Context: an optimization exercise on an open-source flow, tuned for small area. The choices shown serve that exercise and are no tape-out recipe. Function was checked by simulation only, so behaviour that the tests miss may differ from the original.

==> flow/design.v, too long to show whole: its modules and the start of the top module <==
// module qr_fa: 4 lines
// module qr_ha: 4 lines
// module qr_out: 26 lines
// module qr_hbf: 697 lines
// module qr_th: 902 lines
// module qr_engine: 3933 lines
// module qam_rx: 69 lines
module qam_rx(
    input clk,
    input reset,
    input [2:0] sw,
    input signed [17:0] rf_in,
    output signed [17:0] dec_var_i,
    output signed [17:0] dec_var_q
);
  // ...
==> flow/run.sh <==
#!/bin/bash
# synth_recipe.tcl (not shown) runs the flow's synth.tcl, then flattens the netlist and writes it again
# the make line also repeats each setting of config.mk as NAME=value (left out here)
make -C /OpenROAD-flow-scripts/flow DESIGN_CONFIG=/design/flow/config.mk WORK_HOME=/design/flow/orfs CLKGATE_MAP_FILE= SYNTH_SCRIPT=/design/flow/synth_recipe.tcl finish
==> flow/config.mk <==
export PLATFORM = sky130hd
export DESIGN_NAME = qam_rx
export DESIGN_NICKNAME = qam_rx
export VERILOG_FILES = /design/flow/design.v
export SDC_FILE = /design/flow/constraint.sdc
export NUM_CORES = 8
export LEC_CHECK = 0
export CAP_MARGIN = 20
export CORE_MARGIN = 2
export CORE_UTILIZATION = 74
export CTS_CLUSTER_DIAMETER = 80
export CTS_CLUSTER_SIZE = 28
export SLEW_MARGIN = 20
export SYNTH_HIERARCHICAL = 1
export SYNTH_MINIMUM_KEEP_SIZE = 0
==> flow/constraint.sdc <==
create_clock -name core_clock -period 12.0 [get_ports {clk}]
set_input_delay 2.4000 -clock core_clock [delete_from_list [all_inputs] [get_ports {clk}]]
set_output_delay 2.4000 -clock core_clock [all_outputs]
set_load 0.01 [all_outputs]
==> results.txt, run 1 <==
* Outcome: no timing/DRC/antenna violations
* Vias per cell at 6.565
* First drt pass iteration count at 8
* Largest net degree at the start of global routing at 212
* DRT met1 WL at 286000 um
* Largest Register: HI.xf
* Slew HR at 0.1717
* Area occupied by multi-input gates at 0.1240 mm^2
* Final min period at 10300 ps
* Clock Latency Late Sink at 1030 ps
* CTS tree: yes
* Root buffer cell: clkbuf_16
* Largest registers: HI.xf x170, HQ.xf x153
* Gr ovfl total at 0
* Least-Margin Pin Slew at 1242 ps
* Non-clk bufs at 179
* Worst setup EP type: flip-flop
* Clock sinks at 6054
* Top sig layer: met5
* Post-Place Cell Area at 0.2585 mm^2
* Final Hold Viols at 0
* Hold slack final at 303.2 ps
* Commonest non-fill, non-tap cell in the layout: dfxtp_1
* Skew final at 73.11 ps
* Post-layout util at 0.7794
* Worst Path Arrival at 11040 ps
* Reg clk slew, reported paths at 110 ps
* Routed Wire Length at 748800 um
* Setup WS post-layout at 1699 ps
* Core Region at 0.3422 mm^2
==> module qam_rx, before the edit <==
module qam_rx(
    input clk,
    input reset,
    input [2:0] sw,
    input signed [17:0] rf_in,
    output signed [17:0] dec_var_i,
    output signed [17:0] dec_var_q
);
reg [3:0] p;
always @(posedge clk) p <= reset ? 4'd0 : p + 4'd1;
wire [1:0] q = p[1:0];
wire tick = &q;
wire sym = &p;
wire p0 = p[0];
reg pp0;
always @(posedge clk) pp0 <= p0;
wire neg = q[1] ^ q[0];
wire [17:0] val = neg ? -rf_in : rf_in;
reg [17:0] fl0, fl1, fl2, fl3, fl4, fl5, fl6, fl7, fl8;
always @(posedge clk) begin
    fl0 <= {q[0], val[17:1]};
    fl1 <= fl0; fl2 <= fl1; fl3 <= fl2; fl4 <= fl3;
    fl5 <= fl4; fl6 <= fl5; fl7 <= fl6; fl8 <= fl7;
end
function signed [17:0] g(input [17:0] f, input b);
    g = (f[17] == b) ? {f[16], f[16:0]} : 18'd0;
endfunction
wire signed [17:0] ta = g(fl2, p0), tc = g(fl4, p0), te = g(fl5, p0), td = g(fl6, p0), tb = g(fl8, p0);
wire [17:0] th;
qr_th TH (.a(ta), .b(tb), .c(tc), .d(td), .e(te), .y(th));
reg signed [17:0] d1i, d1q;
always @(posedge clk) begin
    if (!p0) d1i <= th;
    if (p0) d1q <= th;
end
wire signed [16:0] y4i, y4q;
qr_hbf #(.OFF(1)) HI (.clk(clk), .p0(p0), .np0(~p0), .pp0(pp0), .npp0(~pp0), .din(d1i), .yh(y4i));
qr_hbf #(.OFF(0)) HQ (.clk(clk), .p0(p0), .np0(~p0), .pp0(pp0), .npp0(~pp0), .din(d1q), .yh(y4q));
reg signed [16:0] h4d;
always @(posedge clk) if (p0) h4d <= y4q;
reg [1:0] ph;                  
always @(posedge clk) ph <= ph + 2'd1;
reg pend, win, ptk;
reg [3:0] tk;
reg [1:0] qd1, qd2, qd3;
wire act = (ph == 2'd0) ? pend : win;
wire wst = (ph == 2'd0) & pend;
always @(posedge clk) begin
    pend <= tick | (pend & ~wst);
    win <= act & (ph != 2'd3);
    ptk <= act & (ph != 2'd3) & (ptk | tick);
    tk <= {tk[2:0], tick};
    qd1 <= q; qd2 <= qd1; qd3 <= qd2;
end
wire init = tk[0];
wire itv = ~|tk;
wire sden = act & (ph == 2'd0), le1 = act & (ph == 2'd1), le2 = act & (ph == 2'd2);
wire signed [17:0] yi, yq;
qr_engine EI (.clk(clk), .tick(tick), .act(act), .nact(~act), .sden(sden), .nsden(~sden),
              .le1(le1), .nle1(~le1), .le2(le2), .nle2(~le2), .nwst(~wst), .nptk(~ptk), .ninit(~init), .ntick(~tick),
              .ph(ph), .wst(wst), .ptk(ptk), .init(init),
              .itv(itv), .icl(qd3), .din(y4i), .y(yi));
qr_engine EQ (.clk(clk), .tick(tick), .act(act), .nact(~act), .sden(sden), .nsden(~sden),
              .le1(le1), .nle1(~le1), .le2(le2), .nle2(~le2), .nwst(~wst), .nptk(~ptk), .ninit(~init), .ntick(~tick),
              .ph(ph), .wst(wst), .ptk(ptk), .init(init),
              .itv(itv), .icl(qd3), .din(h4d), .y(yq));
qr_out OI (.clk(clk), .tick(tick), .ntick(~tick), .sym(sym), .nsym(~sym), .sw(sw), .x(yi), .y(dec_var_i));
qr_out OQ (.clk(clk), .tick(tick), .ntick(~tick), .sym(sym), .nsym(~sym), .sw(sw), .x(yq), .y(dec_var_q));
endmodule
==> run 2: changes to the inputs <==
--- a/flow/design.v
+++ b/flow/design.v
@@ -1641,8 +1641,5 @@
   input le2, nle2,    
   input ninit, ntick,   
-  input nwst, nptk,   
   input [1:0] ph,     
-  input wst,          
-  input ptk,          
   input init,         
   input itv,          
@@ -1651,7 +1648,7 @@
   output reg signed [17:0] y   
 );
-reg signed [16:0] ds; reg [16:5] ds2;   
-always @(posedge clk) begin ds <= ({17{tick}} & din) | ({17{ntick}} & ds); ds2 <= ({12{tick}} & ds[16:5]) | ({12{ntick}} & ds2); end
-wire [16:0] src = {({12{ptk}} & ds2) | ({12{nptk}} & ds[16:5]), ds[4:0]};
+reg signed [16:0] ds, x0;   
+always @(posedge clk) begin ds <= ({17{tick}} & din) | ({17{ntick}} & ds); x0 <= ({17{tick}} & ds) | ({17{ntick}} & x0); end
+wire [16:0] src = x0;
 wire [16:0] su = {~src[16], src[15:0]};
 wire p0 = (ph == 2'd0);
@@ -1789,132 +1786,132 @@
 reg [15:0] rg126; reg sd126;
 reg [15:0] rg127; reg sd127;
-always @(posedge clk) begin rg0 <= {rg0[11:0], ({4{act}} & sdig) | ({4{nact}} & rg0[15:12])}; sd0 <= (sden & su[4]) | (nsden & sd0); end
-always @(posedge clk) begin rg1 <= {rg1[11:0], ({4{act}} & rg0[15:12]) | ({4{nact}} & rg1[15:12])}; sd1 <= (sden & sd0) | (nsden & sd1); end
-always @(posedge clk) begin rg2 <= {rg2[11:0], ({4{act}} & rg1[15:12]) | ({4{nact}} & rg2[15:12])}; sd2 <= (sden & sd1) | (nsden & sd2); end
-always @(posedge clk) begin rg3 <= {rg3[11:0], ({4{act}} & rg2[15:12]) | ({4{nact}} & rg3[15:12])}; sd3 <= (sden & sd2) | (nsden & sd3); end
-always @(posedge clk) begin rg4 <= {rg4[11:0], ({4{act}} & rg3[15:12]) | ({4{nact}} & rg4[15:12])}; sd4 <= (sden & sd3) | (nsden & sd4); end
-always @(posedge clk) begin rg5 <= {rg5[11:0], ({4{act}} & rg4[15:12]) | ({4{nact}} & rg5[15:12])}; sd5 <= (sden & sd4) | (nsden & sd5); end
-always @(posedge clk) begin rg6 <= {rg6[11:0], ({4{act}} & rg5[15:12]) | ({4{nact}} & rg6[15:12])}; sd6 <= (sden & sd5) | (nsden & sd6); end
-always @(posedge clk) begin rg7 <= {rg7[11:0], ({4{act}} & rg6[15:12]) | ({4{nact}} & rg7[15:12])}; sd7 <= (sden & sd6) | (nsden & sd7); end
-always @(posedge clk) begin rg8 <= {rg8[11:0], ({4{act}} & rg7[15:12]) | ({4{nact}} & rg8[15:12])}; sd8 <= (sden & sd7) | (nsden & sd8); end
-always @(posedge clk) begin rg9 <= {rg9[11:0], ({4{act}} & rg8[15:12]) | ({4{nact}} & rg9[15:12])}; sd9 <= (sden & sd8) | (nsden & sd9); end
-always @(posedge clk) begin rg10 <= {rg10[11:0], ({4{act}} & rg9[15:12]) | ({4{nact}} & rg10[15:12])}; sd10 <= (sden & sd9) | (nsden & sd10); end
-always @(posedge clk) begin rg11 <= {rg11[11:0], ({4{act}} & rg10[15:12]) | ({4{nact}} & rg11[15:12])}; sd11 <= (sden & sd10) | (nsden & sd11); end
-always @(posedge clk) begin rg12 <= {rg12[11:0], ({4{act}} & rg11[15:12]) | ({4{nact}} & rg12[15:12])}; sd12 <= (sden & sd11) | (nsden & sd12); end
-always @(posedge clk) begin rg13 <= {rg13[11:0], ({4{act}} & rg12[15:12]) | ({4{nact}} & rg13[15:12])}; sd13 <= (sden & sd12) | (nsden & sd13); end
-always @(posedge clk) begin rg14 <= {rg14[11:0], ({4{act}} & rg13[15:12]) | ({4{nact}} & rg14[15:12])}; sd14 <= (sden & sd13) | (nsden & sd14); end
-always @(posedge clk) begin rg15 <= {rg15[11:0], ({4{act}} & rg14[15:12]) | ({4{nact}} & rg15[15:12])}; sd15 <= (sden & sd14) | (nsden & sd15); end
-always @(posedge clk) begin rg16 <= {rg16[11:0], ({4{act}} & rg15[15:12]) | ({4{nact}} & rg16[15:12])}; sd16 <= (sden & sd15) | (nsden & sd16); end
-always @(posedge clk) begin rg17 <= {rg17[11:0], ({4{act}} & rg16[15:12]) | ({4{nact}} & rg17[15:12])}; sd17 <= (sden & sd16) | (nsden & sd17); end
-always @(posedge clk) begin rg18 <= {rg18[11:0], ({4{act}} & rg17[15:12]) | ({4{nact}} & rg18[15:12])}; sd18 <= (sden & sd17) | (nsden & sd18); end
-always @(posedge clk) begin rg19 <= {rg19[11:0], ({4{act}} & rg18[15:12]) | ({4{nact}} & rg19[15:12])}; sd19 <= (sden & sd18) | (nsden & sd19); end
-always @(posedge clk) begin rg20 <= {rg20[11:0], ({4{act}} & rg19[15:12]) | ({4{nact}} & rg20[15:12])}; sd20 <= (sden & sd19) | (nsden & sd20); end
-always @(posedge clk) begin rg21 <= {rg21[11:0], ({4{act}} & rg20[15:12]) | ({4{nact}} & rg21[15:12])}; sd21 <= (sden & sd20) | (nsden & sd21); end
-always @(posedge clk) begin rg22 <= {rg22[11:0], ({4{act}} & rg21[15:12]) | ({4{nact}} & rg22[15:12])}; sd22 <= (sden & sd21) | (nsden & sd22); end
-always @(posedge clk) begin rg23 <= {rg23[11:0], ({4{act}} & rg22[15:12]) | ({4{nact}} & rg23[15:12])}; sd23 <= (sden & sd22) | (nsden & sd23); end
-always @(posedge clk) begin rg24 <= {rg24[11:0], ({4{act}} & rg23[15:12]) | ({4{nact}} & rg24[15:12])}; sd24 <= (sden & sd23) | (nsden & sd24); end
-always @(posedge clk) begin rg25 <= {rg25[11:0], ({4{act}} & rg24[15:12]) | ({4{nact}} & rg25[15:12])}; sd25 <= (sden & sd24) | (nsden & sd25); end
-always @(posedge clk) begin rg26 <= {rg26[11:0], ({4{act}} & rg25[15:12]) | ({4{nact}} & rg26[15:12])}; sd26 <= (sden & sd25) | (nsden & sd26); end
-always @(posedge clk) begin rg27 <= {rg27[11:0], ({4{act}} & rg26[15:12]) | ({4{nact}} & rg27[15:12])}; sd27 <= (sden & sd26) | (nsden & sd27); end
-always @(posedge clk) begin rg28 <= {rg28[11:0], ({4{act}} & rg27[15:12]) | ({4{nact}} & rg28[15:12])}; sd28 <= (sden & sd27) | (nsden & sd28); end
-always @(posedge clk) begin rg29 <= {rg29[11:0], ({4{act}} & rg28[15:12]) | ({4{nact}} & rg29[15:12])}; sd29 <= (sden & sd28) | (nsden & sd29); end
-always @(posedge clk) begin rg30 <= {rg30[11:0], ({4{act}} & rg29[15:12]) | ({4{nact}} & rg30[15:12])}; sd30 <= (sden & sd29) | (nsden & sd30); end
-always @(posedge clk) begin rg31 <= {rg31[11:0], ({4{act}} & rg30[15:12]) | ({4{nact}} & rg31[15:12])}; sd31 <= (sden & sd30) | (nsden & sd31); end
-always @(posedge clk) begin rg32 <= {rg32[11:0], ({4{act}} & rg31[15:12]) | ({4{nact}} & rg32[15:12])}; sd32 <= (sden & sd31) | (nsden & sd32); end
-always @(posedge clk) begin rg33 <= {rg33[11:0], ({4{act}} & rg32[15:12]) | ({4{nact}} & rg33[15:12])}; sd33 <= (sden & sd32) | (nsden & sd33); end
-always @(posedge clk) begin rg34 <= {rg34[11:0], ({4{act}} & rg33[15:12]) | ({4{nact}} & rg34[15:12])}; sd34 <= (sden & sd33) | (nsden & sd34); end
-always @(posedge clk) begin rg35 <= {rg35[11:0], ({4{act}} & rg34[15:12]) | ({4{nact}} & rg35[15:12])}; sd35 <= (sden & sd34) | (nsden & sd35); end
-always @(posedge clk) begin rg36 <= {rg36[11:0], ({4{act}} & rg35[15:12]) | ({4{nact}} & rg36[15:12])}; sd36 <= (sden & sd35) | (nsden & sd36); end
-always @(posedge clk) begin rg37 <= {rg37[11:0], ({4{act}} & rg36[15:12]) | ({4{nact}} & rg37[15:12])}; sd37 <= (sden & sd36) | (nsden & sd37); end
-always @(posedge clk) begin rg38 <= {rg38[11:0], ({4{act}} & rg37[15:12]) | ({4{nact}} & rg38[15:12])}; sd38 <= (sden & sd37) | (nsden & sd38); end
-always @(posedge clk) begin rg39 <= {rg39[11:0], ({4{act}} & rg38[15:12]) | ({4{nact}} & rg39[15:12])}; sd39 <= (sden & sd38) | (nsden & sd39); end
-always @(posedge clk) begin rg40 <= {rg40[11:0], ({4{act}} & rg39[15:12]) | ({4{nact}} & rg40[15:12])}; sd40 <= (sden & sd39) | (nsden & sd40); end
-always @(posedge clk) begin rg41 <= {rg41[11:0], ({4{act}} & rg40[15:12]) | ({4{nact}} & rg41[15:12])}; sd41 <= (sden & sd40) | (nsden & sd41); end
-always @(posedge clk) begin rg42 <= {rg42[11:0], ({4{act}} & rg41[15:12]) | ({4{nact}} & rg42[15:12])}; sd42 <= (sden & sd41) | (nsden & sd42); end
-always @(posedge clk) begin rg43 <= {rg43[11:0], ({4{act}} & rg42[15:12]) | ({4{nact}} & rg43[15:12])}; sd43 <= (sden & sd42) | (nsden & sd43); end
-always @(posedge clk) begin rg44 <= {rg44[11:0], ({4{act}} & rg43[15:12]) | ({4{nact}} & rg44[15:12])}; sd44 <= (sden & sd43) | (nsden & sd44); end
-always @(posedge clk) begin rg45 <= {rg45[11:0], ({4{act}} & rg44[15:12]) | ({4{nact}} & rg45[15:12])}; sd45 <= (sden & sd44) | (nsden & sd45); end
-always @(posedge clk) begin rg46 <= {rg46[11:0], ({4{act}} & rg45[15:12]) | ({4{nact}} & rg46[15:12])}; sd46 <= (sden & sd45) | (nsden & sd46); end
-always @(posedge clk) begin rg47 <= {rg47[11:0], ({4{act}} & rg46[15:12]) | ({4{nact}} & rg47[15:12])}; sd47 <= (sden & sd46) | (nsden & sd47); end
-always @(posedge clk) begin rg48 <= {rg48[11:0], ({4{act}} & rg47[15:12]) | ({4{nact}} & rg48[15:12])}; sd48 <= (sden & sd47) | (nsden & sd48); end
-always @(posedge clk) begin rg49 <= {rg49[11:0], ({4{act}} & rg48[15:12]) | ({4{nact}} & rg49[15:12])}; sd49 <= (sden & sd48) | (nsden & sd49); end
-always @(posedge clk) begin rg50 <= {rg50[11:0], ({4{act}} & rg49[15:12]) | ({4{nact}} & rg50[15:12])}; sd50 <= (sden & sd49) | (nsden & sd50); end
-always @(posedge clk) begin rg51 <= {rg51[11:0], ({4{act}} & rg50[15:12]) | ({4{nact}} & rg51[15:12])}; sd51 <= (sden & sd50) | (nsden & sd51); end
-always @(posedge clk) begin rg52 <= {rg52[11:0], ({4{act}} & rg51[15:12]) | ({4{nact}} & rg52[15:12])}; sd52 <= (sden & sd51) | (nsden & sd52); end
-always @(posedge clk) begin rg53 <= {rg53[11:0], ({4{act}} & rg52[15:12]) | ({4{nact}} & rg53[15:12])}; sd53 <= (sden & sd52) | (nsden & sd53); end
-always @(posedge clk) begin rg54 <= {rg54[11:0], ({4{act}} & rg53[15:12]) | ({4{nact}} & rg54[15:12])}; sd54 <= (sden & sd53) | (nsden & sd54); end
-always @(posedge clk) begin rg55 <= {rg55[11:0], ({4{act}} & rg54[15:12]) | ({4{nact}} & rg55[15:12])}; sd55 <= (sden & sd54) | (nsden & sd55); end
-always @(posedge clk) begin rg56 <= {rg56[11:0], ({4{act}} & rg55[15:12]) | ({4{nact}} & rg56[15:12])}; sd56 <= (sden & sd55) | (nsden & sd56); end
-always @(posedge clk) begin rg57 <= {rg57[11:0], ({4{act}} & rg56[15:12]) | ({4{nact}} & rg57[15:12])}; sd57 <= (sden & sd56) | (nsden & sd57); end
-always @(posedge clk) begin rg58 <= {rg58[11:0], ({4{act}} & rg57[15:12]) | ({4{nact}} & rg58[15:12])}; sd58 <= (sden & sd57) | (nsden & sd58); end
-always @(posedge clk) begin rg59 <= {rg59[11:0], ({4{act}} & rg58[15:12]) | ({4{nact}} & rg59[15:12])}; sd59 <= (sden & sd58) | (nsden & sd59); end
-always @(posedge clk) begin rg60 <= {rg60[11:0], ({4{act}} & rg59[15:12]) | ({4{nact}} & rg60[15:12])}; sd60 <= (sden & sd59) | (nsden & sd60); end
-always @(posedge clk) begin rg61 <= {rg61[11:0], ({4{act}} & rg60[15:12]) | ({4{nact}} & rg61[15:12])}; sd61 <= (sden & sd60) | (nsden & sd61); end
-always @(posedge clk) begin rg62 <= {rg62[11:0], ({4{act}} & rg61[15:12]) | ({4{nact}} & rg62[15:12])}; sd62 <= (sden & sd61) | (nsden & sd62); end
-always @(posedge clk) begin rg63 <= {rg63[11:0], ({4{act}} & rg62[15:12]) | ({4{nact}} & rg63[15:12])}; sd63 <= (sden & sd62) | (nsden & sd63); end
-always @(posedge clk) begin rg64 <= {rg64[11:0], ({4{act}} & rg63[15:12]) | ({4{nact}} & rg64[15:12])}; sd64 <= (sden & sd63) | (nsden & sd64); end
-always @(posedge clk) begin rg65 <= {rg65[11:0], ({4{act}} & rg64[15:12]) | ({4{nact}} & rg65[15:12])}; sd65 <= (sden & sd64) | (nsden & sd65); end
-always @(posedge clk) begin rg66 <= {rg66[11:0], ({4{act}} & rg65[15:12]) | ({4{nact}} & rg66[15:12])}; sd66 <= (sden & sd65) | (nsden & sd66); end
-always @(posedge clk) begin rg67 <= {rg67[11:0], ({4{act}} & rg66[15:12]) | ({4{nact}} & rg67[15:12])}; sd67 <= (sden & sd66) | (nsden & sd67); end
-always @(posedge clk) begin rg68 <= {rg68[11:0], ({4{act}} & rg67[15:12]) | ({4{nact}} & rg68[15:12])}; sd68 <= (sden & sd67) | (nsden & sd68); end
-always @(posedge clk) begin rg69 <= {rg69[11:0], ({4{act}} & rg68[15:12]) | ({4{nact}} & rg69[15:12])}; sd69 <= (sden & sd68) | (nsden & sd69); end
-always @(posedge clk) begin rg70 <= {rg70[11:0], ({4{act}} & rg69[15:12]) | ({4{nact}} & rg70[15:12])}; sd70 <= (sden & sd69) | (nsden & sd70); end
-always @(posedge clk) begin rg71 <= {rg71[11:0], ({4{act}} & rg70[15:12]) | ({4{nact}} & rg71[15:12])}; sd71 <= (sden & sd70) | (nsden & sd71); end
-always @(posedge clk) begin rg72 <= {rg72[11:0], ({4{act}} & rg71[15:12]) | ({4{nact}} & rg72[15:12])}; sd72 <= (sden & sd71) | (nsden & sd72); end
-always @(posedge clk) begin rg73 <= {rg73[11:0], ({4{act}} & rg72[15:12]) | ({4{nact}} & rg73[15:12])}; sd73 <= (sden & sd72) | (nsden & sd73); end
-always @(posedge clk) begin rg74 <= {rg74[11:0], ({4{act}} & rg73[15:12]) | ({4{nact}} & rg74[15:12])}; sd74 <= (sden & sd73) | (nsden & sd74); end
-always @(posedge clk) begin rg75 <= {rg75[11:0], ({4{act}} & rg74[15:12]) | ({4{nact}} & rg75[15:12])}; sd75 <= (sden & sd74) | (nsden & sd75); end
-always @(posedge clk) begin rg76 <= {rg76[11:0], ({4{act}} & rg75[15:12]) | ({4{nact}} & rg76[15:12])}; sd76 <= (sden & sd75) | (nsden & sd76); end
-always @(posedge clk) begin rg77 <= {rg77[11:0], ({4{act}} & rg76[15:12]) | ({4{nact}} & rg77[15:12])}; sd77 <= (sden & sd76) | (nsden & sd77); end
-always @(posedge clk) begin rg78 <= {rg78[11:0], ({4{act}} & rg77[15:12]) | ({4{nact}} & rg78[15:12])}; sd78 <= (sden & sd77) | (nsden & sd78); end
-always @(posedge clk) begin rg79 <= {rg79[11:0], ({4{act}} & rg78[15:12]) | ({4{nact}} & rg79[15:12])}; sd79 <= (sden & sd78) | (nsden & sd79); end
-always @(posedge clk) begin rg80 <= {rg80[11:0], ({4{act}} & rg79[15:12]) | ({4{nact}} & rg80[15:12])}; sd80 <= (sden & sd79) | (nsden & sd80); end
-always @(posedge clk) begin rg81 <= {rg81[11:0], ({4{act}} & rg80[15:12]) | ({4{nact}} & rg81[15:12])}; sd81 <= (sden & sd80) | (nsden & sd81); end
-always @(posedge clk) begin rg82 <= {rg82[11:0], ({4{act}} & rg81[15:12]) | ({4{nact}} & rg82[15:12])}; sd82 <= (sden & sd81) | (nsden & sd82); end
-always @(posedge clk) begin rg83 <= {rg83[11:0], ({4{act}} & rg82[15:12]) | ({4{nact}} & rg83[15:12])}; sd83 <= (sden & sd82) | (nsden & sd83); end
-always @(posedge clk) begin rg84 <= {rg84[11:0], ({4{act}} & rg83[15:12]) | ({4{nact}} & rg84[15:12])}; sd84 <= (sden & sd83) | (nsden & sd84); end
-always @(posedge clk) begin rg85 <= {rg85[11:0], ({4{act}} & rg84[15:12]) | ({4{nact}} & rg85[15:12])}; sd85 <= (sden & sd84) | (nsden & sd85); end
-always @(posedge clk) begin rg86 <= {rg86[11:0], ({4{act}} & rg85[15:12]) | ({4{nact}} & rg86[15:12])}; sd86 <= (sden & sd85) | (nsden & sd86); end
-always @(posedge clk) begin rg87 <= {rg87[11:0], ({4{act}} & rg86[15:12]) | ({4{nact}} & rg87[15:12])}; sd87 <= (sden & sd86) | (nsden & sd87); end
-always @(posedge clk) begin rg88 <= {rg88[11:0], ({4{act}} & rg87[15:12]) | ({4{nact}} & rg88[15:12])}; sd88 <= (sden & sd87) | (nsden & sd88); end
-always @(posedge clk) begin rg89 <= {rg89[11:0], ({4{act}} & rg88[15:12]) | ({4{nact}} & rg89[15:12])}; sd89 <= (sden & sd88) | (nsden & sd89); end
-always @(posedge clk) begin rg90 <= {rg90[11:0], ({4{act}} & rg89[15:12]) | ({4{nact}} & rg90[15:12])}; sd90 <= (sden & sd89) | (nsden & sd90); end
-always @(posedge clk) begin rg91 <= {rg91[11:0], ({4{act}} & rg90[15:12]) | ({4{nact}} & rg91[15:12])}; sd91 <= (sden & sd90) | (nsden & sd91); end
-always @(posedge clk) begin rg92 <= {rg92[11:0], ({4{act}} & rg91[15:12]) | ({4{nact}} & rg92[15:12])}; sd92 <= (sden & sd91) | (nsden & sd92); end
-always @(posedge clk) begin rg93 <= {rg93[11:0], ({4{act}} & rg92[15:12]) | ({4{nact}} & rg93[15:12])}; sd93 <= (sden & sd92) | (nsden & sd93); end
-always @(posedge clk) begin rg94 <= {rg94[11:0], ({4{act}} & rg93[15:12]) | ({4{nact}} & rg94[15:12])}; sd94 <= (sden & sd93) | (nsden & sd94); end
-always @(posedge clk) begin rg95 <= {rg95[11:0], ({4{act}} & rg94[15:12]) | ({4{nact}} & rg95[15:12])}; sd95 <= (sden & sd94) | (nsden & sd95); end
-always @(posedge clk) begin rg96 <= {rg96[11:0], ({4{act}} & rg95[15:12]) | ({4{nact}} & rg96[15:12])}; sd96 <= (sden & sd95) | (nsden & sd96); end
-always @(posedge clk) begin rg97 <= {rg97[11:0], ({4{act}} & rg96[15:12]) | ({4{nact}} & rg97[15:12])}; sd97 <= (sden & sd96) | (nsden & sd97); end
-always @(posedge clk) begin rg98 <= {rg98[11:0], ({4{act}} & rg97[15:12]) | ({4{nact}} & rg98[15:12])}; sd98 <= (sden & sd97) | (nsden & sd98); end
-always @(posedge clk) begin rg99 <= {rg99[11:0], ({4{act}} & rg98[15:12]) | ({4{nact}} & rg99[15:12])}; sd99 <= (sden & sd98) | (nsden & sd99); end
-always @(posedge clk) begin rg100 <= {rg100[11:0], ({4{act}} & rg99[15:12]) | ({4{nact}} & rg100[15:12])}; sd100 <= (sden & sd99) | (nsden & sd100); end
-always @(posedge clk) begin rg101 <= {rg101[11:0], ({4{act}} & rg100[15:12]) | ({4{nact}} & rg101[15:12])}; sd101 <= (sden & sd100) | (nsden & sd101); end
-always @(posedge clk) begin rg102 <= {rg102[11:0], ({4{act}} & rg101[15:12]) | ({4{nact}} & rg102[15:12])}; sd102 <= (sden & sd101) | (nsden & sd102); end
-always @(posedge clk) begin rg103 <= {rg103[11:0], ({4{act}} & rg102[15:12]) | ({4{nact}} & rg103[15:12])}; sd103 <= (sden & sd102) | (nsden & sd103); end
-always @(posedge clk) begin rg104 <= {rg104[11:0], ({4{act}} & rg103[15:12]) | ({4{nact}} & rg104[15:12])}; sd104 <= (sden & sd103) | (nsden & sd104); end
-always @(posedge clk) begin rg105 <= {rg105[11:0], ({4{act}} & rg104[15:12]) | ({4{nact}} & rg105[15:12])}; sd105 <= (sden & sd104) | (nsden & sd105); end
-always @(posedge clk) begin rg106 <= {rg106[11:0], ({4{act}} & rg105[15:12]) | ({4{nact}} & rg106[15:12])}; sd106 <= (sden & sd105) | (nsden & sd106); end
-always @(posedge clk) begin rg107 <= {rg107[11:0], ({4{act}} & rg106[15:12]) | ({4{nact}} & rg107[15:12])}; sd107 <= (sden & sd106) | (nsden & sd107); end
-always @(posedge clk) begin rg108 <= {rg108[11:0], ({4{act}} & rg107[15:12]) | ({4{nact}} & rg108[15:12])}; sd108 <= (sden & sd107) | (nsden & sd108); end
-always @(posedge clk) begin rg109 <= {rg109[11:0], ({4{act}} & rg108[15:12]) | ({4{nact}} & rg109[15:12])}; sd109 <= (sden & sd108) | (nsden & sd109); end
-always @(posedge clk) begin rg110 <= {rg110[11:0], ({4{act}} & rg109[15:12]) | ({4{nact}} & rg110[15:12])}; sd110 <= (sden & sd109) | (nsden & sd110); end
-always @(posedge clk) begin rg111 <= {rg111[11:0], ({4{act}} & rg110[15:12]) | ({4{nact}} & rg111[15:12])}; sd111 <= (sden & sd110) | (nsden & sd111); end
-always @(posedge clk) begin rg112 <= {rg112[11:0], ({4{act}} & rg111[15:12]) | ({4{nact}} & rg112[15:12])}; sd112 <= (sden & sd111) | (nsden & sd112); end
-always @(posedge clk) begin rg113 <= {rg113[11:0], ({4{act}} & rg112[15:12]) | ({4{nact}} & rg113[15:12])}; sd113 <= (sden & sd112) | (nsden & sd113); end
-always @(posedge clk) begin rg114 <= {rg114[11:0], ({4{act}} & rg113[15:12]) | ({4{nact}} & rg114[15:12])}; sd114 <= (sden & sd113) | (nsden & sd114); end
-always @(posedge clk) begin rg115 <= {rg115[11:0], ({4{act}} & rg114[15:12]) | ({4{nact}} & rg115[15:12])}; sd115 <= (sden & sd114) | (nsden & sd115); end
-always @(posedge clk) begin rg116 <= {rg116[11:0], ({4{act}} & rg115[15:12]) | ({4{nact}} & rg116[15:12])}; sd116 <= (sden & sd115) | (nsden & sd116); end
-always @(posedge clk) begin rg117 <= {rg117[11:0], ({4{act}} & rg116[15:12]) | ({4{nact}} & rg117[15:12])}; sd117 <= (sden & sd116) | (nsden & sd117); end
-always @(posedge clk) begin rg118 <= {rg118[11:0], ({4{act}} & rg117[15:12]) | ({4{nact}} & rg118[15:12])}; sd118 <= (sden & sd117) | (nsden & sd118); end
-always @(posedge clk) begin rg119 <= {rg119[11:0], ({4{act}} & rg118[15:12]) | ({4{nact}} & rg119[15:12])}; sd119 <= (sden & sd118) | (nsden & sd119); end
-always @(posedge clk) begin rg120 <= {rg120[11:0], ({4{act}} & rg119[15:12]) | ({4{nact}} & rg120[15:12])}; sd120 <= (sden & sd119) | (nsden & sd120); end
-always @(posedge clk) begin rg121 <= {rg121[11:0], ({4{act}} & rg120[15:12]) | ({4{nact}} & rg121[15:12])}; sd121 <= (sden & sd120) | (nsden & sd121); end
-always @(posedge clk) begin rg122 <= {rg122[11:0], ({4{act}} & rg121[15:12]) | ({4{nact}} & rg122[15:12])}; sd122 <= (sden & sd121) | (nsden & sd122); end
-always @(posedge clk) begin rg123 <= {rg123[11:0], ({4{act}} & rg122[15:12]) | ({4{nact}} & rg123[15:12])}; sd123 <= (sden & sd122) | (nsden & sd123); end
-always @(posedge clk) begin rg124 <= {rg124[11:0], ({4{act}} & rg123[15:12]) | ({4{nact}} & rg124[15:12])}; sd124 <= (sden & sd123) | (nsden & sd124); end
-always @(posedge clk) begin rg125 <= {rg125[11:0], ({4{act}} & rg124[15:12]) | ({4{nact}} & rg125[15:12])}; sd125 <= (sden & sd124) | (nsden & sd125); end
-always @(posedge clk) begin rg126 <= {rg126[11:0], ({4{act}} & rg125[15:12]) | ({4{nact}} & rg126[15:12])}; sd126 <= (sden & sd125) | (nsden & sd126); end
-always @(posedge clk) begin rg127 <= {rg127[11:0], ({4{act}} & rg126[15:12]) | ({4{nact}} & rg127[15:12])}; sd127 <= (sden & sd126) | (nsden & sd127); end
+always @(posedge clk) begin rg0 <= ({16{act}} & {rg0[11:0], sdig}) | ({16{nact}} & rg0); sd0 <= (sden & su[4]) | (nsden & sd0); end
+always @(posedge clk) begin rg1 <= ({16{act}} & {rg1[11:0], rg0[15:12]}) | ({16{nact}} & rg1); sd1 <= (sden & sd0) | (nsden & sd1); end
+always @(posedge clk) begin rg2 <= ({16{act}} & {rg2[11:0], rg1[15:12]}) | ({16{nact}} & rg2); sd2 <= (sden & sd1) | (nsden & sd2); end
+always @(posedge clk) begin rg3 <= ({16{act}} & {rg3[11:0], rg2[15:12]}) | ({16{nact}} & rg3); sd3 <= (sden & sd2) | (nsden & sd3); end
+always @(posedge clk) begin rg4 <= ({16{act}} & {rg4[11:0], rg3[15:12]}) | ({16{nact}} & rg4); sd4 <= (sden & sd3) | (nsden & sd4); end
+always @(posedge clk) begin rg5 <= ({16{act}} & {rg5[11:0], rg4[15:12]}) | ({16{nact}} & rg5); sd5 <= (sden & sd4) | (nsden & sd5); end
+always @(posedge clk) begin rg6 <= ({16{act}} & {rg6[11:0], rg5[15:12]}) | ({16{nact}} & rg6); sd6 <= (sden & sd5) | (nsden & sd6); end
+always @(posedge clk) begin rg7 <= ({16{act}} & {rg7[11:0], rg6[15:12]}) | ({16{nact}} & rg7); sd7 <= (sden & sd6) | (nsden & sd7); end
+always @(posedge clk) begin rg8 <= ({16{act}} & {rg8[11:0], rg7[15:12]}) | ({16{nact}} & rg8); sd8 <= (sden & sd7) | (nsden & sd8); end
+always @(posedge clk) begin rg9 <= ({16{act}} & {rg9[11:0], rg8[15:12]}) | ({16{nact}} & rg9); sd9 <= (sden & sd8) | (nsden & sd9); end
+always @(posedge clk) begin rg10 <= ({16{act}} & {rg10[11:0], rg9[15:12]}) | ({16{nact}} & rg10); sd10 <= (sden & sd9) | (nsden & sd10); end
+always @(posedge clk) begin rg11 <= ({16{act}} & {rg11[11:0], rg10[15:12]}) | ({16{nact}} & rg11); sd11 <= (sden & sd10) | (nsden & sd11); end
+always @(posedge clk) begin rg12 <= ({16{act}} & {rg12[11:0], rg11[15:12]}) | ({16{nact}} & rg12); sd12 <= (sden & sd11) | (nsden & sd12); end
+always @(posedge clk) begin rg13 <= ({16{act}} & {rg13[11:0], rg12[15:12]}) | ({16{nact}} & rg13); sd13 <= (sden & sd12) | (nsden & sd13); end
+always @(posedge clk) begin rg14 <= ({16{act}} & {rg14[11:0], rg13[15:12]}) | ({16{nact}} & rg14); sd14 <= (sden & sd13) | (nsden & sd14); end
+always @(posedge clk) begin rg15 <= ({16{act}} & {rg15[11:0], rg14[15:12]}) | ({16{nact}} & rg15); sd15 <= (sden & sd14) | (nsden & sd15); end
+always @(posedge clk) begin rg16 <= ({16{act}} & {rg16[11:0], rg15[15:12]}) | ({16{nact}} & rg16); sd16 <= (sden & sd15) | (nsden & sd16); end
+always @(posedge clk) begin rg17 <= ({16{act}} & {rg17[11:0], rg16[15:12]}) | ({16{nact}} & rg17); sd17 <= (sden & sd16) | (nsden & sd17); end
+always @(posedge clk) begin rg18 <= ({16{act}} & {rg18[11:0], rg17[15:12]}) | ({16{nact}} & rg18); sd18 <= (sden & sd17) | (nsden & sd18); end
+always @(posedge clk) begin rg19 <= ({16{act}} & {rg19[11:0], rg18[15:12]}) | ({16{nact}} & rg19); sd19 <= (sden & sd18) | (nsden & sd19); end
+always @(posedge clk) begin rg20 <= ({16{act}} & {rg20[11:0], rg19[15:12]}) | ({16{nact}} & rg20); sd20 <= (sden & sd19) | (nsden & sd20); end
+always @(posedge clk) begin rg21 <= ({16{act}} & {rg21[11:0], rg20[15:12]}) | ({16{nact}} & rg21); sd21 <= (sden & sd20) | (nsden & sd21); end
+always @(posedge clk) begin rg22 <= ({16{act}} & {rg22[11:0], rg21[15:12]}) | ({16{nact}} & rg22); sd22 <= (sden & sd21) | (nsden & sd22); end
+always @(posedge clk) begin rg23 <= ({16{act}} & {rg23[11:0], rg22[15:12]}) | ({16{nact}} & rg23); sd23 <= (sden & sd22) | (nsden & sd23); end
+always @(posedge clk) begin rg24 <= ({16{act}} & {rg24[11:0], rg23[15:12]}) | ({16{nact}} & rg24); sd24 <= (sden & sd23) | (nsden & sd24); end
+always @(posedge clk) begin rg25 <= ({16{act}} & {rg25[11:0], rg24[15:12]}) | ({16{nact}} & rg25); sd25 <= (sden & sd24) | (nsden & sd25); end
+always @(posedge clk) begin rg26 <= ({16{act}} & {rg26[11:0], rg25[15:12]}) | ({16{nact}} & rg26); sd26 <= (sden & sd25) | (nsden & sd26); end
+always @(posedge clk) begin rg27 <= ({16{act}} & {rg27[11:0], rg26[15:12]}) | ({16{nact}} & rg27); sd27 <= (sden & sd26) | (nsden & sd27); end
+always @(posedge clk) begin rg28 <= ({16{act}} & {rg28[11:0], rg27[15:12]}) | ({16{nact}} & rg28); sd28 <= (sden & sd27) | (nsden & sd28); end
+always @(posedge clk) begin rg29 <= ({16{act}} & {rg29[11:0], rg28[15:12]}) | ({16{nact}} & rg29); sd29 <= (sden & sd28) | (nsden & sd29); end
+always @(posedge clk) begin rg30 <= ({16{act}} & {rg30[11:0], rg29[15:12]}) | ({16{nact}} & rg30); sd30 <= (sden & sd29) | (nsden & sd30); end
+always @(posedge clk) begin rg31 <= ({16{act}} & {rg31[11:0], rg30[15:12]}) | ({16{nact}} & rg31); sd31 <= (sden & sd30) | (nsden & sd31); end
+always @(posedge clk) begin rg32 <= ({16{act}} & {rg32[11:0], rg31[15:12]}) | ({16{nact}} & rg32); sd32 <= (sden & sd31) | (nsden & sd32); end
+always @(posedge clk) begin rg33 <= ({16{act}} & {rg33[11:0], rg32[15:12]}) | ({16{nact}} & rg33); sd33 <= (sden & sd32) | (nsden & sd33); end
+always @(posedge clk) begin rg34 <= ({16{act}} & {rg34[11:0], rg33[15:12]}) | ({16{nact}} & rg34); sd34 <= (sden & sd33) | (nsden & sd34); end
+always @(posedge clk) begin rg35 <= ({16{act}} & {rg35[11:0], rg34[15:12]}) | ({16{nact}} & rg35); sd35 <= (sden & sd34) | (nsden & sd35); end
+always @(posedge clk) begin rg36 <= ({16{act}} & {rg36[11:0], rg35[15:12]}) | ({16{nact}} & rg36); sd36 <= (sden & sd35) | (nsden & sd36); end
+always @(posedge clk) begin rg37 <= ({16{act}} & {rg37[11:0], rg36[15:12]}) | ({16{nact}} & rg37); sd37 <= (sden & sd36) | (nsden & sd37); end
+always @(posedge clk) begin rg38 <= ({16{act}} & {rg38[11:0], rg37[15:12]}) | ({16{nact}} & rg38); sd38 <= (sden & sd37) | (nsden & sd38); end
+always @(posedge clk) begin rg39 <= ({16{act}} & {rg39[11:0], rg38[15:12]}) | ({16{nact}} & rg39); sd39 <= (sden & sd38) | (nsden & sd39); end
+always @(posedge clk) begin rg40 <= ({16{act}} & {rg40[11:0], rg39[15:12]}) | ({16{nact}} & rg40); sd40 <= (sden & sd39) | (nsden & sd40); end
+always @(posedge clk) begin rg41 <= ({16{act}} & {rg41[11:0], rg40[15:12]}) | ({16{nact}} & rg41); sd41 <= (sden & sd40) | (nsden & sd41); end
+always @(posedge clk) begin rg42 <= ({16{act}} & {rg42[11:0], rg41[15:12]}) | ({16{nact}} & rg42); sd42 <= (sden & sd41) | (nsden & sd42); end
+always @(posedge clk) begin rg43 <= ({16{act}} & {rg43[11:0], rg42[15:12]}) | ({16{nact}} & rg43); sd43 <= (sden & sd42) | (nsden & sd43); end
+always @(posedge clk) begin rg44 <= ({16{act}} & {rg44[11:0], rg43[15:12]}) | ({16{nact}} & rg44); sd44 <= (sden & sd43) | (nsden & sd44); end
+always @(posedge clk) begin rg45 <= ({16{act}} & {rg45[11:0], rg44[15:12]}) | ({16{nact}} & rg45); sd45 <= (sden & sd44) | (nsden & sd45); end
+always @(posedge clk) begin rg46 <= ({16{act}} & {rg46[11:0], rg45[15:12]}) | ({16{nact}} & rg46); sd46 <= (sden & sd45) | (nsden & sd46); end
+always @(posedge clk) begin rg47 <= ({16{act}} & {rg47[11:0], rg46[15:12]}) | ({16{nact}} & rg47); sd47 <= (sden & sd46) | (nsden & sd47); end
+always @(posedge clk) begin rg48 <= ({16{act}} & {rg48[11:0], rg47[15:12]}) | ({16{nact}} & rg48); sd48 <= (sden & sd47) | (nsden & sd48); end
+always @(posedge clk) begin rg49 <= ({16{act}} & {rg49[11:0], rg48[15:12]}) | ({16{nact}} & rg49); sd49 <= (sden & sd48) | (nsden & sd49); end
+always @(posedge clk) begin rg50 <= ({16{act}} & {rg50[11:0], rg49[15:12]}) | ({16{nact}} & rg50); sd50 <= (sden & sd49) | (nsden & sd50); end
+always @(posedge clk) begin rg51 <= ({16{act}} & {rg51[11:0], rg50[15:12]}) | ({16{nact}} & rg51); sd51 <= (sden & sd50) | (nsden & sd51); end
+always @(posedge clk) begin rg52 <= ({16{act}} & {rg52[11:0], rg51[15:12]}) | ({16{nact}} & rg52); sd52 <= (sden & sd51) | (nsden & sd52); end
+always @(posedge clk) begin rg53 <= ({16{act}} & {rg53[11:0], rg52[15:12]}) | ({16{nact}} & rg53); sd53 <= (sden & sd52) | (nsden & sd53); end
+always @(posedge clk) begin rg54 <= ({16{act}} & {rg54[11:0], rg53[15:12]}) | ({16{nact}} & rg54); sd54 <= (sden & sd53) | (nsden & sd54); end
+always @(posedge clk) begin rg55 <= ({16{act}} & {rg55[11:0], rg54[15:12]}) | ({16{nact}} & rg55); sd55 <= (sden & sd54) | (nsden & sd55); end
+always @(posedge clk) begin rg56 <= ({16{act}} & {rg56[11:0], rg55[15:12]}) | ({16{nact}} & rg56); sd56 <= (sden & sd55) | (nsden & sd56); end
+always @(posedge clk) begin rg57 <= ({16{act}} & {rg57[11:0], rg56[15:12]}) | ({16{nact}} & rg57); sd57 <= (sden & sd56) | (nsden & sd57); end
+always @(posedge clk) begin rg58 <= ({16{act}} & {rg58[11:0], rg57[15:12]}) | ({16{nact}} & rg58); sd58 <= (sden & sd57) | (nsden & sd58); end
+always @(posedge clk) begin rg59 <= ({16{act}} & {rg59[11:0], rg58[15:12]}) | ({16{nact}} & rg59); sd59 <= (sden & sd58) | (nsden & sd59); end
+always @(posedge clk) begin rg60 <= ({16{act}} & {rg60[11:0], rg59[15:12]}) | ({16{nact}} & rg60); sd60 <= (sden & sd59) | (nsden & sd60); end
+always @(posedge clk) begin rg61 <= ({16{act}} & {rg61[11:0], rg60[15:12]}) | ({16{nact}} & rg61); sd61 <= (sden & sd60) | (nsden & sd61); end
+always @(posedge clk) begin rg62 <= ({16{act}} & {rg62[11:0], rg61[15:12]}) | ({16{nact}} & rg62); sd62 <= (sden & sd61) | (nsden & sd62); end
+always @(posedge clk) begin rg63 <= ({16{act}} & {rg63[11:0], rg62[15:12]}) | ({16{nact}} & rg63); sd63 <= (sden & sd62) | (nsden & sd63); end
+always @(posedge clk) begin rg64 <= ({16{act}} & {rg64[11:0], rg63[15:12]}) | ({16{nact}} & rg64); sd64 <= (sden & sd63) | (nsden & sd64); end
+always @(posedge clk) begin rg65 <= ({16{act}} & {rg65[11:0], rg64[15:12]}) | ({16{nact}} & rg65); sd65 <= (sden & sd64) | (nsden & sd65); end
+always @(posedge clk) begin rg66 <= ({16{act}} & {rg66[11:0], rg65[15:12]}) | ({16{nact}} & rg66); sd66 <= (sden & sd65) | (nsden & sd66); end
+always @(posedge clk) begin rg67 <= ({16{act}} & {rg67[11:0], rg66[15:12]}) | ({16{nact}} & rg67); sd67 <= (sden & sd66) | (nsden & sd67); end
+always @(posedge clk) begin rg68 <= ({16{act}} & {rg68[11:0], rg67[15:12]}) | ({16{nact}} & rg68); sd68 <= (sden & sd67) | (nsden & sd68); end
+always @(posedge clk) begin rg69 <= ({16{act}} & {rg69[11:0], rg68[15:12]}) | ({16{nact}} & rg69); sd69 <= (sden & sd68) | (nsden & sd69); end
+always @(posedge clk) begin rg70 <= ({16{act}} & {rg70[11:0], rg69[15:12]}) | ({16{nact}} & rg70); sd70 <= (sden & sd69) | (nsden & sd70); end
+always @(posedge clk) begin rg71 <= ({16{act}} & {rg71[11:0], rg70[15:12]}) | ({16{nact}} & rg71); sd71 <= (sden & sd70) | (nsden & sd71); end
+always @(posedge clk) begin rg72 <= ({16{act}} & {rg72[11:0], rg71[15:12]}) | ({16{nact}} & rg72); sd72 <= (sden & sd71) | (nsden & sd72); end
+always @(posedge clk) begin rg73 <= ({16{act}} & {rg73[11:0], rg72[15:12]}) | ({16{nact}} & rg73); sd73 <= (sden & sd72) | (nsden & sd73); end
+always @(posedge clk) begin rg74 <= ({16{act}} & {rg74[11:0], rg73[15:12]}) | ({16{nact}} & rg74); sd74 <= (sden & sd73) | (nsden & sd74); end
+always @(posedge clk) begin rg75 <= ({16{act}} & {rg75[11:0], rg74[15:12]}) | ({16{nact}} & rg75); sd75 <= (sden & sd74) | (nsden & sd75); end
+always @(posedge clk) begin rg76 <= ({16{act}} & {rg76[11:0], rg75[15:12]}) | ({16{nact}} & rg76); sd76 <= (sden & sd75) | (nsden & sd76); end
+always @(posedge clk) begin rg77 <= ({16{act}} & {rg77[11:0], rg76[15:12]}) | ({16{nact}} & rg77); sd77 <= (sden & sd76) | (nsden & sd77); end
+always @(posedge clk) begin rg78 <= ({16{act}} & {rg78[11:0], rg77[15:12]}) | ({16{nact}} & rg78); sd78 <= (sden & sd77) | (nsden & sd78); end
+always @(posedge clk) begin rg79 <= ({16{act}} & {rg79[11:0], rg78[15:12]}) | ({16{nact}} & rg79); sd79 <= (sden & sd78) | (nsden & sd79); end
+always @(posedge clk) begin rg80 <= ({16{act}} & {rg80[11:0], rg79[15:12]}) | ({16{nact}} & rg80); sd80 <= (sden & sd79) | (nsden & sd80); end
+always @(posedge clk) begin rg81 <= ({16{act}} & {rg81[11:0], rg80[15:12]}) | ({16{nact}} & rg81); sd81 <= (sden & sd80) | (nsden & sd81); end
+always @(posedge clk) begin rg82 <= ({16{act}} & {rg82[11:0], rg81[15:12]}) | ({16{nact}} & rg82); sd82 <= (sden & sd81) | (nsden & sd82); end
+always @(posedge clk) begin rg83 <= ({16{act}} & {rg83[11:0], rg82[15:12]}) | ({16{nact}} & rg83); sd83 <= (sden & sd82) | (nsden & sd83); end
+always @(posedge clk) begin rg84 <= ({16{act}} & {rg84[11:0], rg83[15:12]}) | ({16{nact}} & rg84); sd84 <= (sden & sd83) | (nsden & sd84); end
+always @(posedge clk) begin rg85 <= ({16{act}} & {rg85[11:0], rg84[15:12]}) | ({16{nact}} & rg85); sd85 <= (sden & sd84) | (nsden & sd85); end
+always @(posedge clk) begin rg86 <= ({16{act}} & {rg86[11:0], rg85[15:12]}) | ({16{nact}} & rg86); sd86 <= (sden & sd85) | (nsden & sd86); end
+always @(posedge clk) begin rg87 <= ({16{act}} & {rg87[11:0], rg86[15:12]}) | ({16{nact}} & rg87); sd87 <= (sden & sd86) | (nsden & sd87); end
+always @(posedge clk) begin rg88 <= ({16{act}} & {rg88[11:0], rg87[15:12]}) | ({16{nact}} & rg88); sd88 <= (sden & sd87) | (nsden & sd88); end
+always @(posedge clk) begin rg89 <= ({16{act}} & {rg89[11:0], rg88[15:12]}) | ({16{nact}} & rg89); sd89 <= (sden & sd88) | (nsden & sd89); end
+always @(posedge clk) begin rg90 <= ({16{act}} & {rg90[11:0], rg89[15:12]}) | ({16{nact}} & rg90); sd90 <= (sden & sd89) | (nsden & sd90); end
+always @(posedge clk) begin rg91 <= ({16{act}} & {rg91[11:0], rg90[15:12]}) | ({16{nact}} & rg91); sd91 <= (sden & sd90) | (nsden & sd91); end
+always @(posedge clk) begin rg92 <= ({16{act}} & {rg92[11:0], rg91[15:12]}) | ({16{nact}} & rg92); sd92 <= (sden & sd91) | (nsden & sd92); end
+always @(posedge clk) begin rg93 <= ({16{act}} & {rg93[11:0], rg92[15:12]}) | ({16{nact}} & rg93); sd93 <= (sden & sd92) | (nsden & sd93); end
+always @(posedge clk) begin rg94 <= ({16{act}} & {rg94[11:0], rg93[15:12]}) | ({16{nact}} & rg94); sd94 <= (sden & sd93) | (nsden & sd94); end
+always @(posedge clk) begin rg95 <= ({16{act}} & {rg95[11:0], rg94[15:12]}) | ({16{nact}} & rg95); sd95 <= (sden & sd94) | (nsden & sd95); end
+always @(posedge clk) begin rg96 <= ({16{act}} & {rg96[11:0], rg95[15:12]}) | ({16{nact}} & rg96); sd96 <= (sden & sd95) | (nsden & sd96); end
+always @(posedge clk) begin rg97 <= ({16{act}} & {rg97[11:0], rg96[15:12]}) | ({16{nact}} & rg97); sd97 <= (sden & sd96) | (nsden & sd97); end
+always @(posedge clk) begin rg98 <= ({16{act}} & {rg98[11:0], rg97[15:12]}) | ({16{nact}} & rg98); sd98 <= (sden & sd97) | (nsden & sd98); end
+always @(posedge clk) begin rg99 <= ({16{act}} & {rg99[11:0], rg98[15:12]}) | ({16{nact}} & rg99); sd99 <= (sden & sd98) | (nsden & sd99); end
+always @(posedge clk) begin rg100 <= ({16{act}} & {rg100[11:0], rg99[15:12]}) | ({16{nact}} & rg100); sd100 <= (sden & sd99) | (nsden & sd100); end
+always @(posedge clk) begin rg101 <= ({16{act}} & {rg101[11:0], rg100[15:12]}) | ({16{nact}} & rg101); sd101 <= (sden & sd100) | (nsden & sd101); end
+always @(posedge clk) begin rg102 <= ({16{act}} & {rg102[11:0], rg101[15:12]}) | ({16{nact}} & rg102); sd102 <= (sden & sd101) | (nsden & sd102); end
+always @(posedge clk) begin rg103 <= ({16{act}} & {rg103[11:0], rg102[15:12]}) | ({16{nact}} & rg103); sd103 <= (sden & sd102) | (nsden & sd103); end
+always @(posedge clk) begin rg104 <= ({16{act}} & {rg104[11:0], rg103[15:12]}) | ({16{nact}} & rg104); sd104 <= (sden & sd103) | (nsden & sd104); end
+always @(posedge clk) begin rg105 <= ({16{act}} & {rg105[11:0], rg104[15:12]}) | ({16{nact}} & rg105); sd105 <= (sden & sd104) | (nsden & sd105); end
+always @(posedge clk) begin rg106 <= ({16{act}} & {rg106[11:0], rg105[15:12]}) | ({16{nact}} & rg106); sd106 <= (sden & sd105) | (nsden & sd106); end
+always @(posedge clk) begin rg107 <= ({16{act}} & {rg107[11:0], rg106[15:12]}) | ({16{nact}} & rg107); sd107 <= (sden & sd106) | (nsden & sd107); end
+always @(posedge clk) begin rg108 <= ({16{act}} & {rg108[11:0], rg107[15:12]}) | ({16{nact}} & rg108); sd108 <= (sden & sd107) | (nsden & sd108); end
+always @(posedge clk) begin rg109 <= ({16{act}} & {rg109[11:0], rg108[15:12]}) | ({16{nact}} & rg109); sd109 <= (sden & sd108) | (nsden & sd109); end
+always @(posedge clk) begin rg110 <= ({16{act}} & {rg110[11:0], rg109[15:12]}) | ({16{nact}} & rg110); sd110 <= (sden & sd109) | (nsden & sd110); end
+always @(posedge clk) begin rg111 <= ({16{act}} & {rg111[11:0], rg110[15:12]}) | ({16{nact}} & rg111); sd111 <= (sden & sd110) | (nsden & sd111); end
+always @(posedge clk) begin rg112 <= ({16{act}} & {rg112[11:0], rg111[15:12]}) | ({16{nact}} & rg112); sd112 <= (sden & sd111) | (nsden & sd112); end
+always @(posedge clk) begin rg113 <= ({16{act}} & {rg113[11:0], rg112[15:12]}) | ({16{nact}} & rg113); sd113 <= (sden & sd112) | (nsden & sd113); end
+always @(posedge clk) begin rg114 <= ({16{act}} & {rg114[11:0], rg113[15:12]}) | ({16{nact}} & rg114); sd114 <= (sden & sd113) | (nsden & sd114); end
+always @(posedge clk) begin rg115 <= ({16{act}} & {rg115[11:0], rg114[15:12]}) | ({16{nact}} & rg115); sd115 <= (sden & sd114) | (nsden & sd115); end
+always @(posedge clk) begin rg116 <= ({16{act}} & {rg116[11:0], rg115[15:12]}) | ({16{nact}} & rg116); sd116 <= (sden & sd115) | (nsden & sd116); end
+always @(posedge clk) begin rg117 <= ({16{act}} & {rg117[11:0], rg116[15:12]}) | ({16{nact}} & rg117); sd117 <= (sden & sd116) | (nsden & sd117); end
+always @(posedge clk) begin rg118 <= ({16{act}} & {rg118[11:0], rg117[15:12]}) | ({16{nact}} & rg118); sd118 <= (sden & sd117) | (nsden & sd118); end
+always @(posedge clk) begin rg119 <= ({16{act}} & {rg119[11:0], rg118[15:12]}) | ({16{nact}} & rg119); sd119 <= (sden & sd118) | (nsden & sd119); end
+always @(posedge clk) begin rg120 <= ({16{act}} & {rg120[11:0], rg119[15:12]}) | ({16{nact}} & rg120); sd120 <= (sden & sd119) | (nsden & sd120); end
+always @(posedge clk) begin rg121 <= ({16{act}} & {rg121[11:0], rg120[15:12]}) | ({16{nact}} & rg121); sd121 <= (sden & sd120) | (nsden & sd121); end
+always @(posedge clk) begin rg122 <= ({16{act}} & {rg122[11:0], rg121[15:12]}) | ({16{nact}} & rg122); sd122 <= (sden & sd121) | (nsden & sd122); end
+always @(posedge clk) begin rg123 <= ({16{act}} & {rg123[11:0], rg122[15:12]}) | ({16{nact}} & rg123); sd123 <= (sden & sd122) | (nsden & sd123); end
+always @(posedge clk) begin rg124 <= ({16{act}} & {rg124[11:0], rg123[15:12]}) | ({16{nact}} & rg124); sd124 <= (sden & sd123) | (nsden & sd124); end
+always @(posedge clk) begin rg125 <= ({16{act}} & {rg125[11:0], rg124[15:12]}) | ({16{nact}} & rg125); sd125 <= (sden & sd124) | (nsden & sd125); end
+always @(posedge clk) begin rg126 <= ({16{act}} & {rg126[11:0], rg125[15:12]}) | ({16{nact}} & rg126); sd126 <= (sden & sd125) | (nsden & sd126); end
+always @(posedge clk) begin rg127 <= ({16{act}} & {rg127[11:0], rg126[15:12]}) | ({16{nact}} & rg127); sd127 <= (sden & sd126) | (nsden & sd127); end
 wire [3:0] tp0 = sdig; wire tq0 = su[4];
 wire [3:0] tp1 = rg0[15:12]; wire tq1 = sd0;
@@ -5500,8 +5497,7 @@
 wire [17:0] kf_h1 = {kf_bs17, kf_bs16, kf_bs15, kf_bs14, kf_bs13, kf_bs12, kf_bs11, kf_bs10, kf_bs9, kf_bs8, kf_bs7, kf_bs6, kf_bs5, kf_bs4, kf_bs3, kf_bs2, kf_bs1, kf_bs0};
 wire [35:0] F = {kf_lk17 ? kf_h1 : kf_h0, kf_lo};
-reg [30:0] GR0; reg [32:0] GR1; reg [33:0] GR2; reg [35:0] FR, IA; reg [17:0] Z;
-always @(posedge clk) begin GR0 <= ({31{wst}} & G0) | ({31{nwst}} & GR0); GR1 <= ({33{wst}} & G1) | ({33{nwst}} & GR1); GR2 <= ({34{wst}} & G2) | ({34{nwst}} & GR2); FR <= ({36{wst}} & F) | ({36{nwst}} & FR); end
+reg [35:0] IA; reg [17:0] Z;
 reg [35:0] gsel;
-always @* if (!itv) gsel = 36'd0; else case (icl) 2'd0: gsel = {{5{GR0[30]}}, GR0}; 2'd1: gsel = {{3{GR1[32]}}, GR1}; default: gsel = {{2{GR2[33]}}, GR2}; endcase
+always @* if (!itv) gsel = 36'd0; else case (icl) 2'd0: gsel = {{5{G0[30]}}, G0}; 2'd1: gsel = {{3{G1[32]}}, G1}; default: gsel = {{2{G2[33]}}, G2}; endcase
 wire ki_ls0, ki_lk0; qr_ha ki_lu0 (.a(IA[0]), .b(gsel[0]), .s(ki_ls0), .k(ki_lk0));
 wire ki_ls1, ki_lk1; qr_fa ki_lu1 (.a(IA[1]), .b(gsel[1]), .c(ki_lk0), .s(ki_ls1), .k(ki_lk1));
@@ -5562,5 +5558,5 @@
 wire [17:0] ki_h1 = {ki_bs17, ki_bs16, ki_bs15, ki_bs14, ki_bs13, ki_bs12, ki_bs11, ki_bs10, ki_bs9, ki_bs8, ki_bs7, ki_bs6, ki_bs5, ki_bs4, ki_bs3, ki_bs2, ki_bs1, ki_bs0};
 wire [35:0] IAn = {ki_lk17 ? ki_h1 : ki_h0, ki_lo};
-always @(posedge clk) IA <= ({36{init}} & FR) | ({36{ninit}} & IAn);
+always @(posedge clk) IA <= ({36{init}} & F) | ({36{ninit}} & IAn);
 always @(posedge clk) begin Z <= ({18{init}} & IA[35:18]) | ({18{ninit}} & Z); y <= ({18{tick}} & Z) | ({18{ntick}} & y); end
 endmodule
@@ -5605,29 +5601,23 @@
 reg signed [16:0] h4d;
 always @(posedge clk) if (p0) h4d <= y4q;
-reg [1:0] ph;                  
-always @(posedge clk) ph <= ph + 2'd1;
-reg pend, win, ptk;
-reg [3:0] tk;
+reg [3:0] tk;                  
 reg [1:0] qd1, qd2, qd3;
-wire act = (ph == 2'd0) ? pend : win;
-wire wst = (ph == 2'd0) & pend;
 always @(posedge clk) begin
-    pend <= tick | (pend & ~wst);
-    win <= act & (ph != 2'd3);
-    ptk <= act & (ph != 2'd3) & (ptk | tick);
     tk <= {tk[2:0], tick};
     qd1 <= q; qd2 <= qd1; qd3 <= qd2;
 end
+wire act = |tk;
+wire [1:0] ph = {~(tk[0] | tk[1]), ~(tk[0] | tk[2])};   
 wire init = tk[0];
 wire itv = ~|tk;
-wire sden = act & (ph == 2'd0), le1 = act & (ph == 2'd1), le2 = act & (ph == 2'd2);
+wire sden = tk[0], le1 = tk[1], le2 = tk[2];
 wire signed [17:0] yi, yq;
 qr_engine EI (.clk(clk), .tick(tick), .act(act), .nact(~act), .sden(sden), .nsden(~sden),
-              .le1(le1), .nle1(~le1), .le2(le2), .nle2(~le2), .nwst(~wst), .nptk(~ptk), .ninit(~init), .ntick(~tick),
-              .ph(ph), .wst(wst), .ptk(ptk), .init(init),
+              .le1(le1), .nle1(~le1), .le2(le2), .nle2(~le2), .ninit(~init), .ntick(~tick),
+              .ph(ph), .init(init),
               .itv(itv), .icl(qd3), .din(y4i), .y(yi));
 qr_engine EQ (.clk(clk), .tick(tick), .act(act), .nact(~act), .sden(sden), .nsden(~sden),
-              .le1(le1), .nle1(~le1), .le2(le2), .nle2(~le2), .nwst(~wst), .nptk(~ptk), .ninit(~init), .ntick(~tick),
-              .ph(ph), .wst(wst), .ptk(ptk), .init(init),
+              .le1(le1), .nle1(~le1), .le2(le2), .nle2(~le2), .ninit(~init), .ntick(~tick),
+              .ph(ph), .init(init),
               .itv(itv), .icl(qd3), .din(h4d), .y(yq));
 qr_out OI (.clk(clk), .tick(tick), .ntick(~tick), .sym(sym), .nsym(~sym), .sw(sw), .x(yi), .y(dec_var_i));
--- a/flow/config.mk
+++ b/flow/config.mk
@@ -8,7 +8,7 @@
 export CAP_MARGIN = 20
 export CORE_MARGIN = 2
-export CORE_UTILIZATION = 74
+export CORE_UTILIZATION = 70
 export CTS_CLUSTER_DIAMETER = 80
-export CTS_CLUSTER_SIZE = 28
+export CTS_CLUSTER_SIZE = 24
 export SLEW_MARGIN = 20
 export SYNTH_HIERARCHICAL = 1
==> run 2 against run 1 <==
Against the previous run:
- die area up 15%
- critical path type unchanged
- largest cell class unchanged
- via count up 13%
- worst setup slack worse by 590 ps
==> results.txt, run 2 <==
* Outcome: no timing/DRC/antenna violations
* Largest net degree at the start of global routing at 283 (+33%)
* Post-layout util at 0.7340 (-0.04541)
* Routed Wire Length at 740500 um (-1.1%)
* Gr ovfl total at 0 (unchanged)
* # Max-Cap Violations at 0
* First-pass GRT wire length at 1110000 um
* Worst r2r src: tk[0]$_DFF_P_
* Largest Register: HI.xf
* Port Buffers at 58
* CTS resizes at 0
* Final setup fails at 0
* Initial antenna violation count at 14
* Cell count after placement at 25623
* Vias in the first global route at 171075
* Root buffer cell: clkbuf_16
* Hold_sp: qd2[0]$_DFF_P_
* Largest registers: HI.xf x170, HQ.xf x153
* Mapped Cells at 21556
* Clock Latency Late Sink at 1020 ps (about the same)
* Final layout net count at 25326
* Layout cells sized above 1 at 0.03357
* H-tree depth reported by CTS at 5
* Chip Height at 631.0 um
* Post-Syn Area at 0.2752 mm^2
* Worst reg2reg path depth at 32
* Post-route cell area at 0.2877 mm^2
* Final min period at 10890 ps (+590.9 ps)
* Commonest non-fill, non-tap cell in the layout: dfxtp_1
* Die width at 631.0 um
* Hold slack final at 323.7 ps (+20.52 ps)
* Commonest cells after routing, fill and taps aside: dfxtp_1, a22o_1, fa_1
* Slew HR at 0.1162 (-0.05554)
* Area grow syn2layout at 4.544%
* DR vias at 168898
* Flip-flop count of the largest register after layout at 170
* Hold Buf Count CTS at 0
* Fmax at 0.09181 GHz
* Worst Path Arrival at 11830 ps (+790 ps)
* Core Region at 0.3920 mm^2 (+15%)
* I/O Pins at 59
* GRT Total Usage at 0.3735
* CTS Buf Count at 298
* Rows at 230
* First drt pass iteration count at 6 (-2)
* Worst setup EP type: flip-flop
* Cell at the slowest stage of the critical path: a22o_1
* Post-DP HPWL at 573400 um
* Vias per cell at 6.490 (-1.1%)
* Least-Margin Pin Slew at 1316 ps (+73.85 ps)
* Final Hold Viols at 0 (unchanged)
* Post-Place Cell Area at 0.2787 mm^2 (+7.8%)
* Wire length per cell at 28.46 um
* Worst EP required at 12940 ps
* Worst Setup SP: tk[0]$_DFF_P_
* # DRC at 0
* Setup crit start kind: flip-flop
* Reg clk slew, reported paths at 100 ps (about the same)
* Skew final at 62.83 ps (-10.28 ps)
* Number of routed nets with antenna violations at 0
* Fin Setup TNS at 0 ps
* Worst-case clock buffer depth at 4
* Slew Viols, Final at 0
* Worst hold path cell count at 0
* Worst hold path type: flip-flop to flip-flop
* Clock sinks at 5791 (-4.3%)
* Worst path most repeated cell: fa_1
* Final period util at 0.9077
* Placer Congestion at 1.069
* Mean Syn Cell Area at 12.77 um^2
* CTS tree: yes
* Setup WS post-layout at 1108 ps (-590.9 ps)
* Non-Filler Instances at 26023
* Starting Density at 0.7021
* Die ar. at 0.3981 mm^2
* CP max FO at 21
* Critical path type: flip-flop to flip-flop
* RSZ-0062 raised after global routing: false
* Synth warnings at 11
* Initial DRC count at 15891
* Post-place setup slack at 1317 ps
* CP max stage delay at 630 ps
* Post-CTS Repair Setup Buffers at 0
==> run 2: area by class of cell <==
cell class	count	area [um^2]
Clock buffer	325	7791
Timing Repair Buffer	216	2103
Inverter	1437	5425
Antenna cell	13	32.53
Tap cell	5220	6531
Multi-Input combinational cell	12963	148300
Sequential cell	5791	116500
Clock inverter	58	1055
Fill cell	26345	104300
==> run 2: routing by layer <==
metal	wire length, um	track usage
met1	293400	0.4934
met2	331300	0.5656
met3	50300	0.06229
met4	65460	0.2660
met5	24	0
==> run 2: critical path, delay by kind of cell (launching register included) <==
family	cells	cell delay (ps)
flops	1	440
simple gates	5	1120
fa+ha+maj	14	5750
compound gates	11	3130
buf+inv	1	210
xor+xnor	1	180
==> run 2: final timing paths <==
kind	to	slack, ps
setup / recovery	EQ.A0[15]$_DFF_P_	1110
hold / removal	qd3[0]$_DFF_P_	320
setup reg to reg	EQ.A0[15]$_DFF_P_	1110
hold reg to reg	qd3[0]$_DFF_P_	320

==> separate check: timing with driven ports <==
No port has a modelled driver above. Below, the same layouts with a new extraction and two added sets of constraints.
Step 1, drivers: a clkbuf_16 drives clk and a buf_2 each remaining input, both assumed.
Step 2, shift: input delay + t, output delay - t, t = (earliest + latest rising clock arrival at the registers) / 2. This alone moves slack from input paths to output paths.
Three values: ideal ports, drivers, drivers and shift; two values: the first two.
| run | t, ns | setup WS [ns] | latest minus earliest clock arrival (ns) | worst register clock-pin slew, ns | worst slew at a driven data input, ns |
|---|---|---|---|---|---|
| run 1 | 1.099 | 1.699 / 1.699 / 1.699 | 0.080 / 0.081 | 0.12 / 0.12 | 0.06 |
| run 2 | 1.107 | 1.108 / 1.108 / 1.108 | 0.066 / 0.065 | 0.10 / 0.10 | 0.04 |
After both steps setup and hold are still met in every run listed.
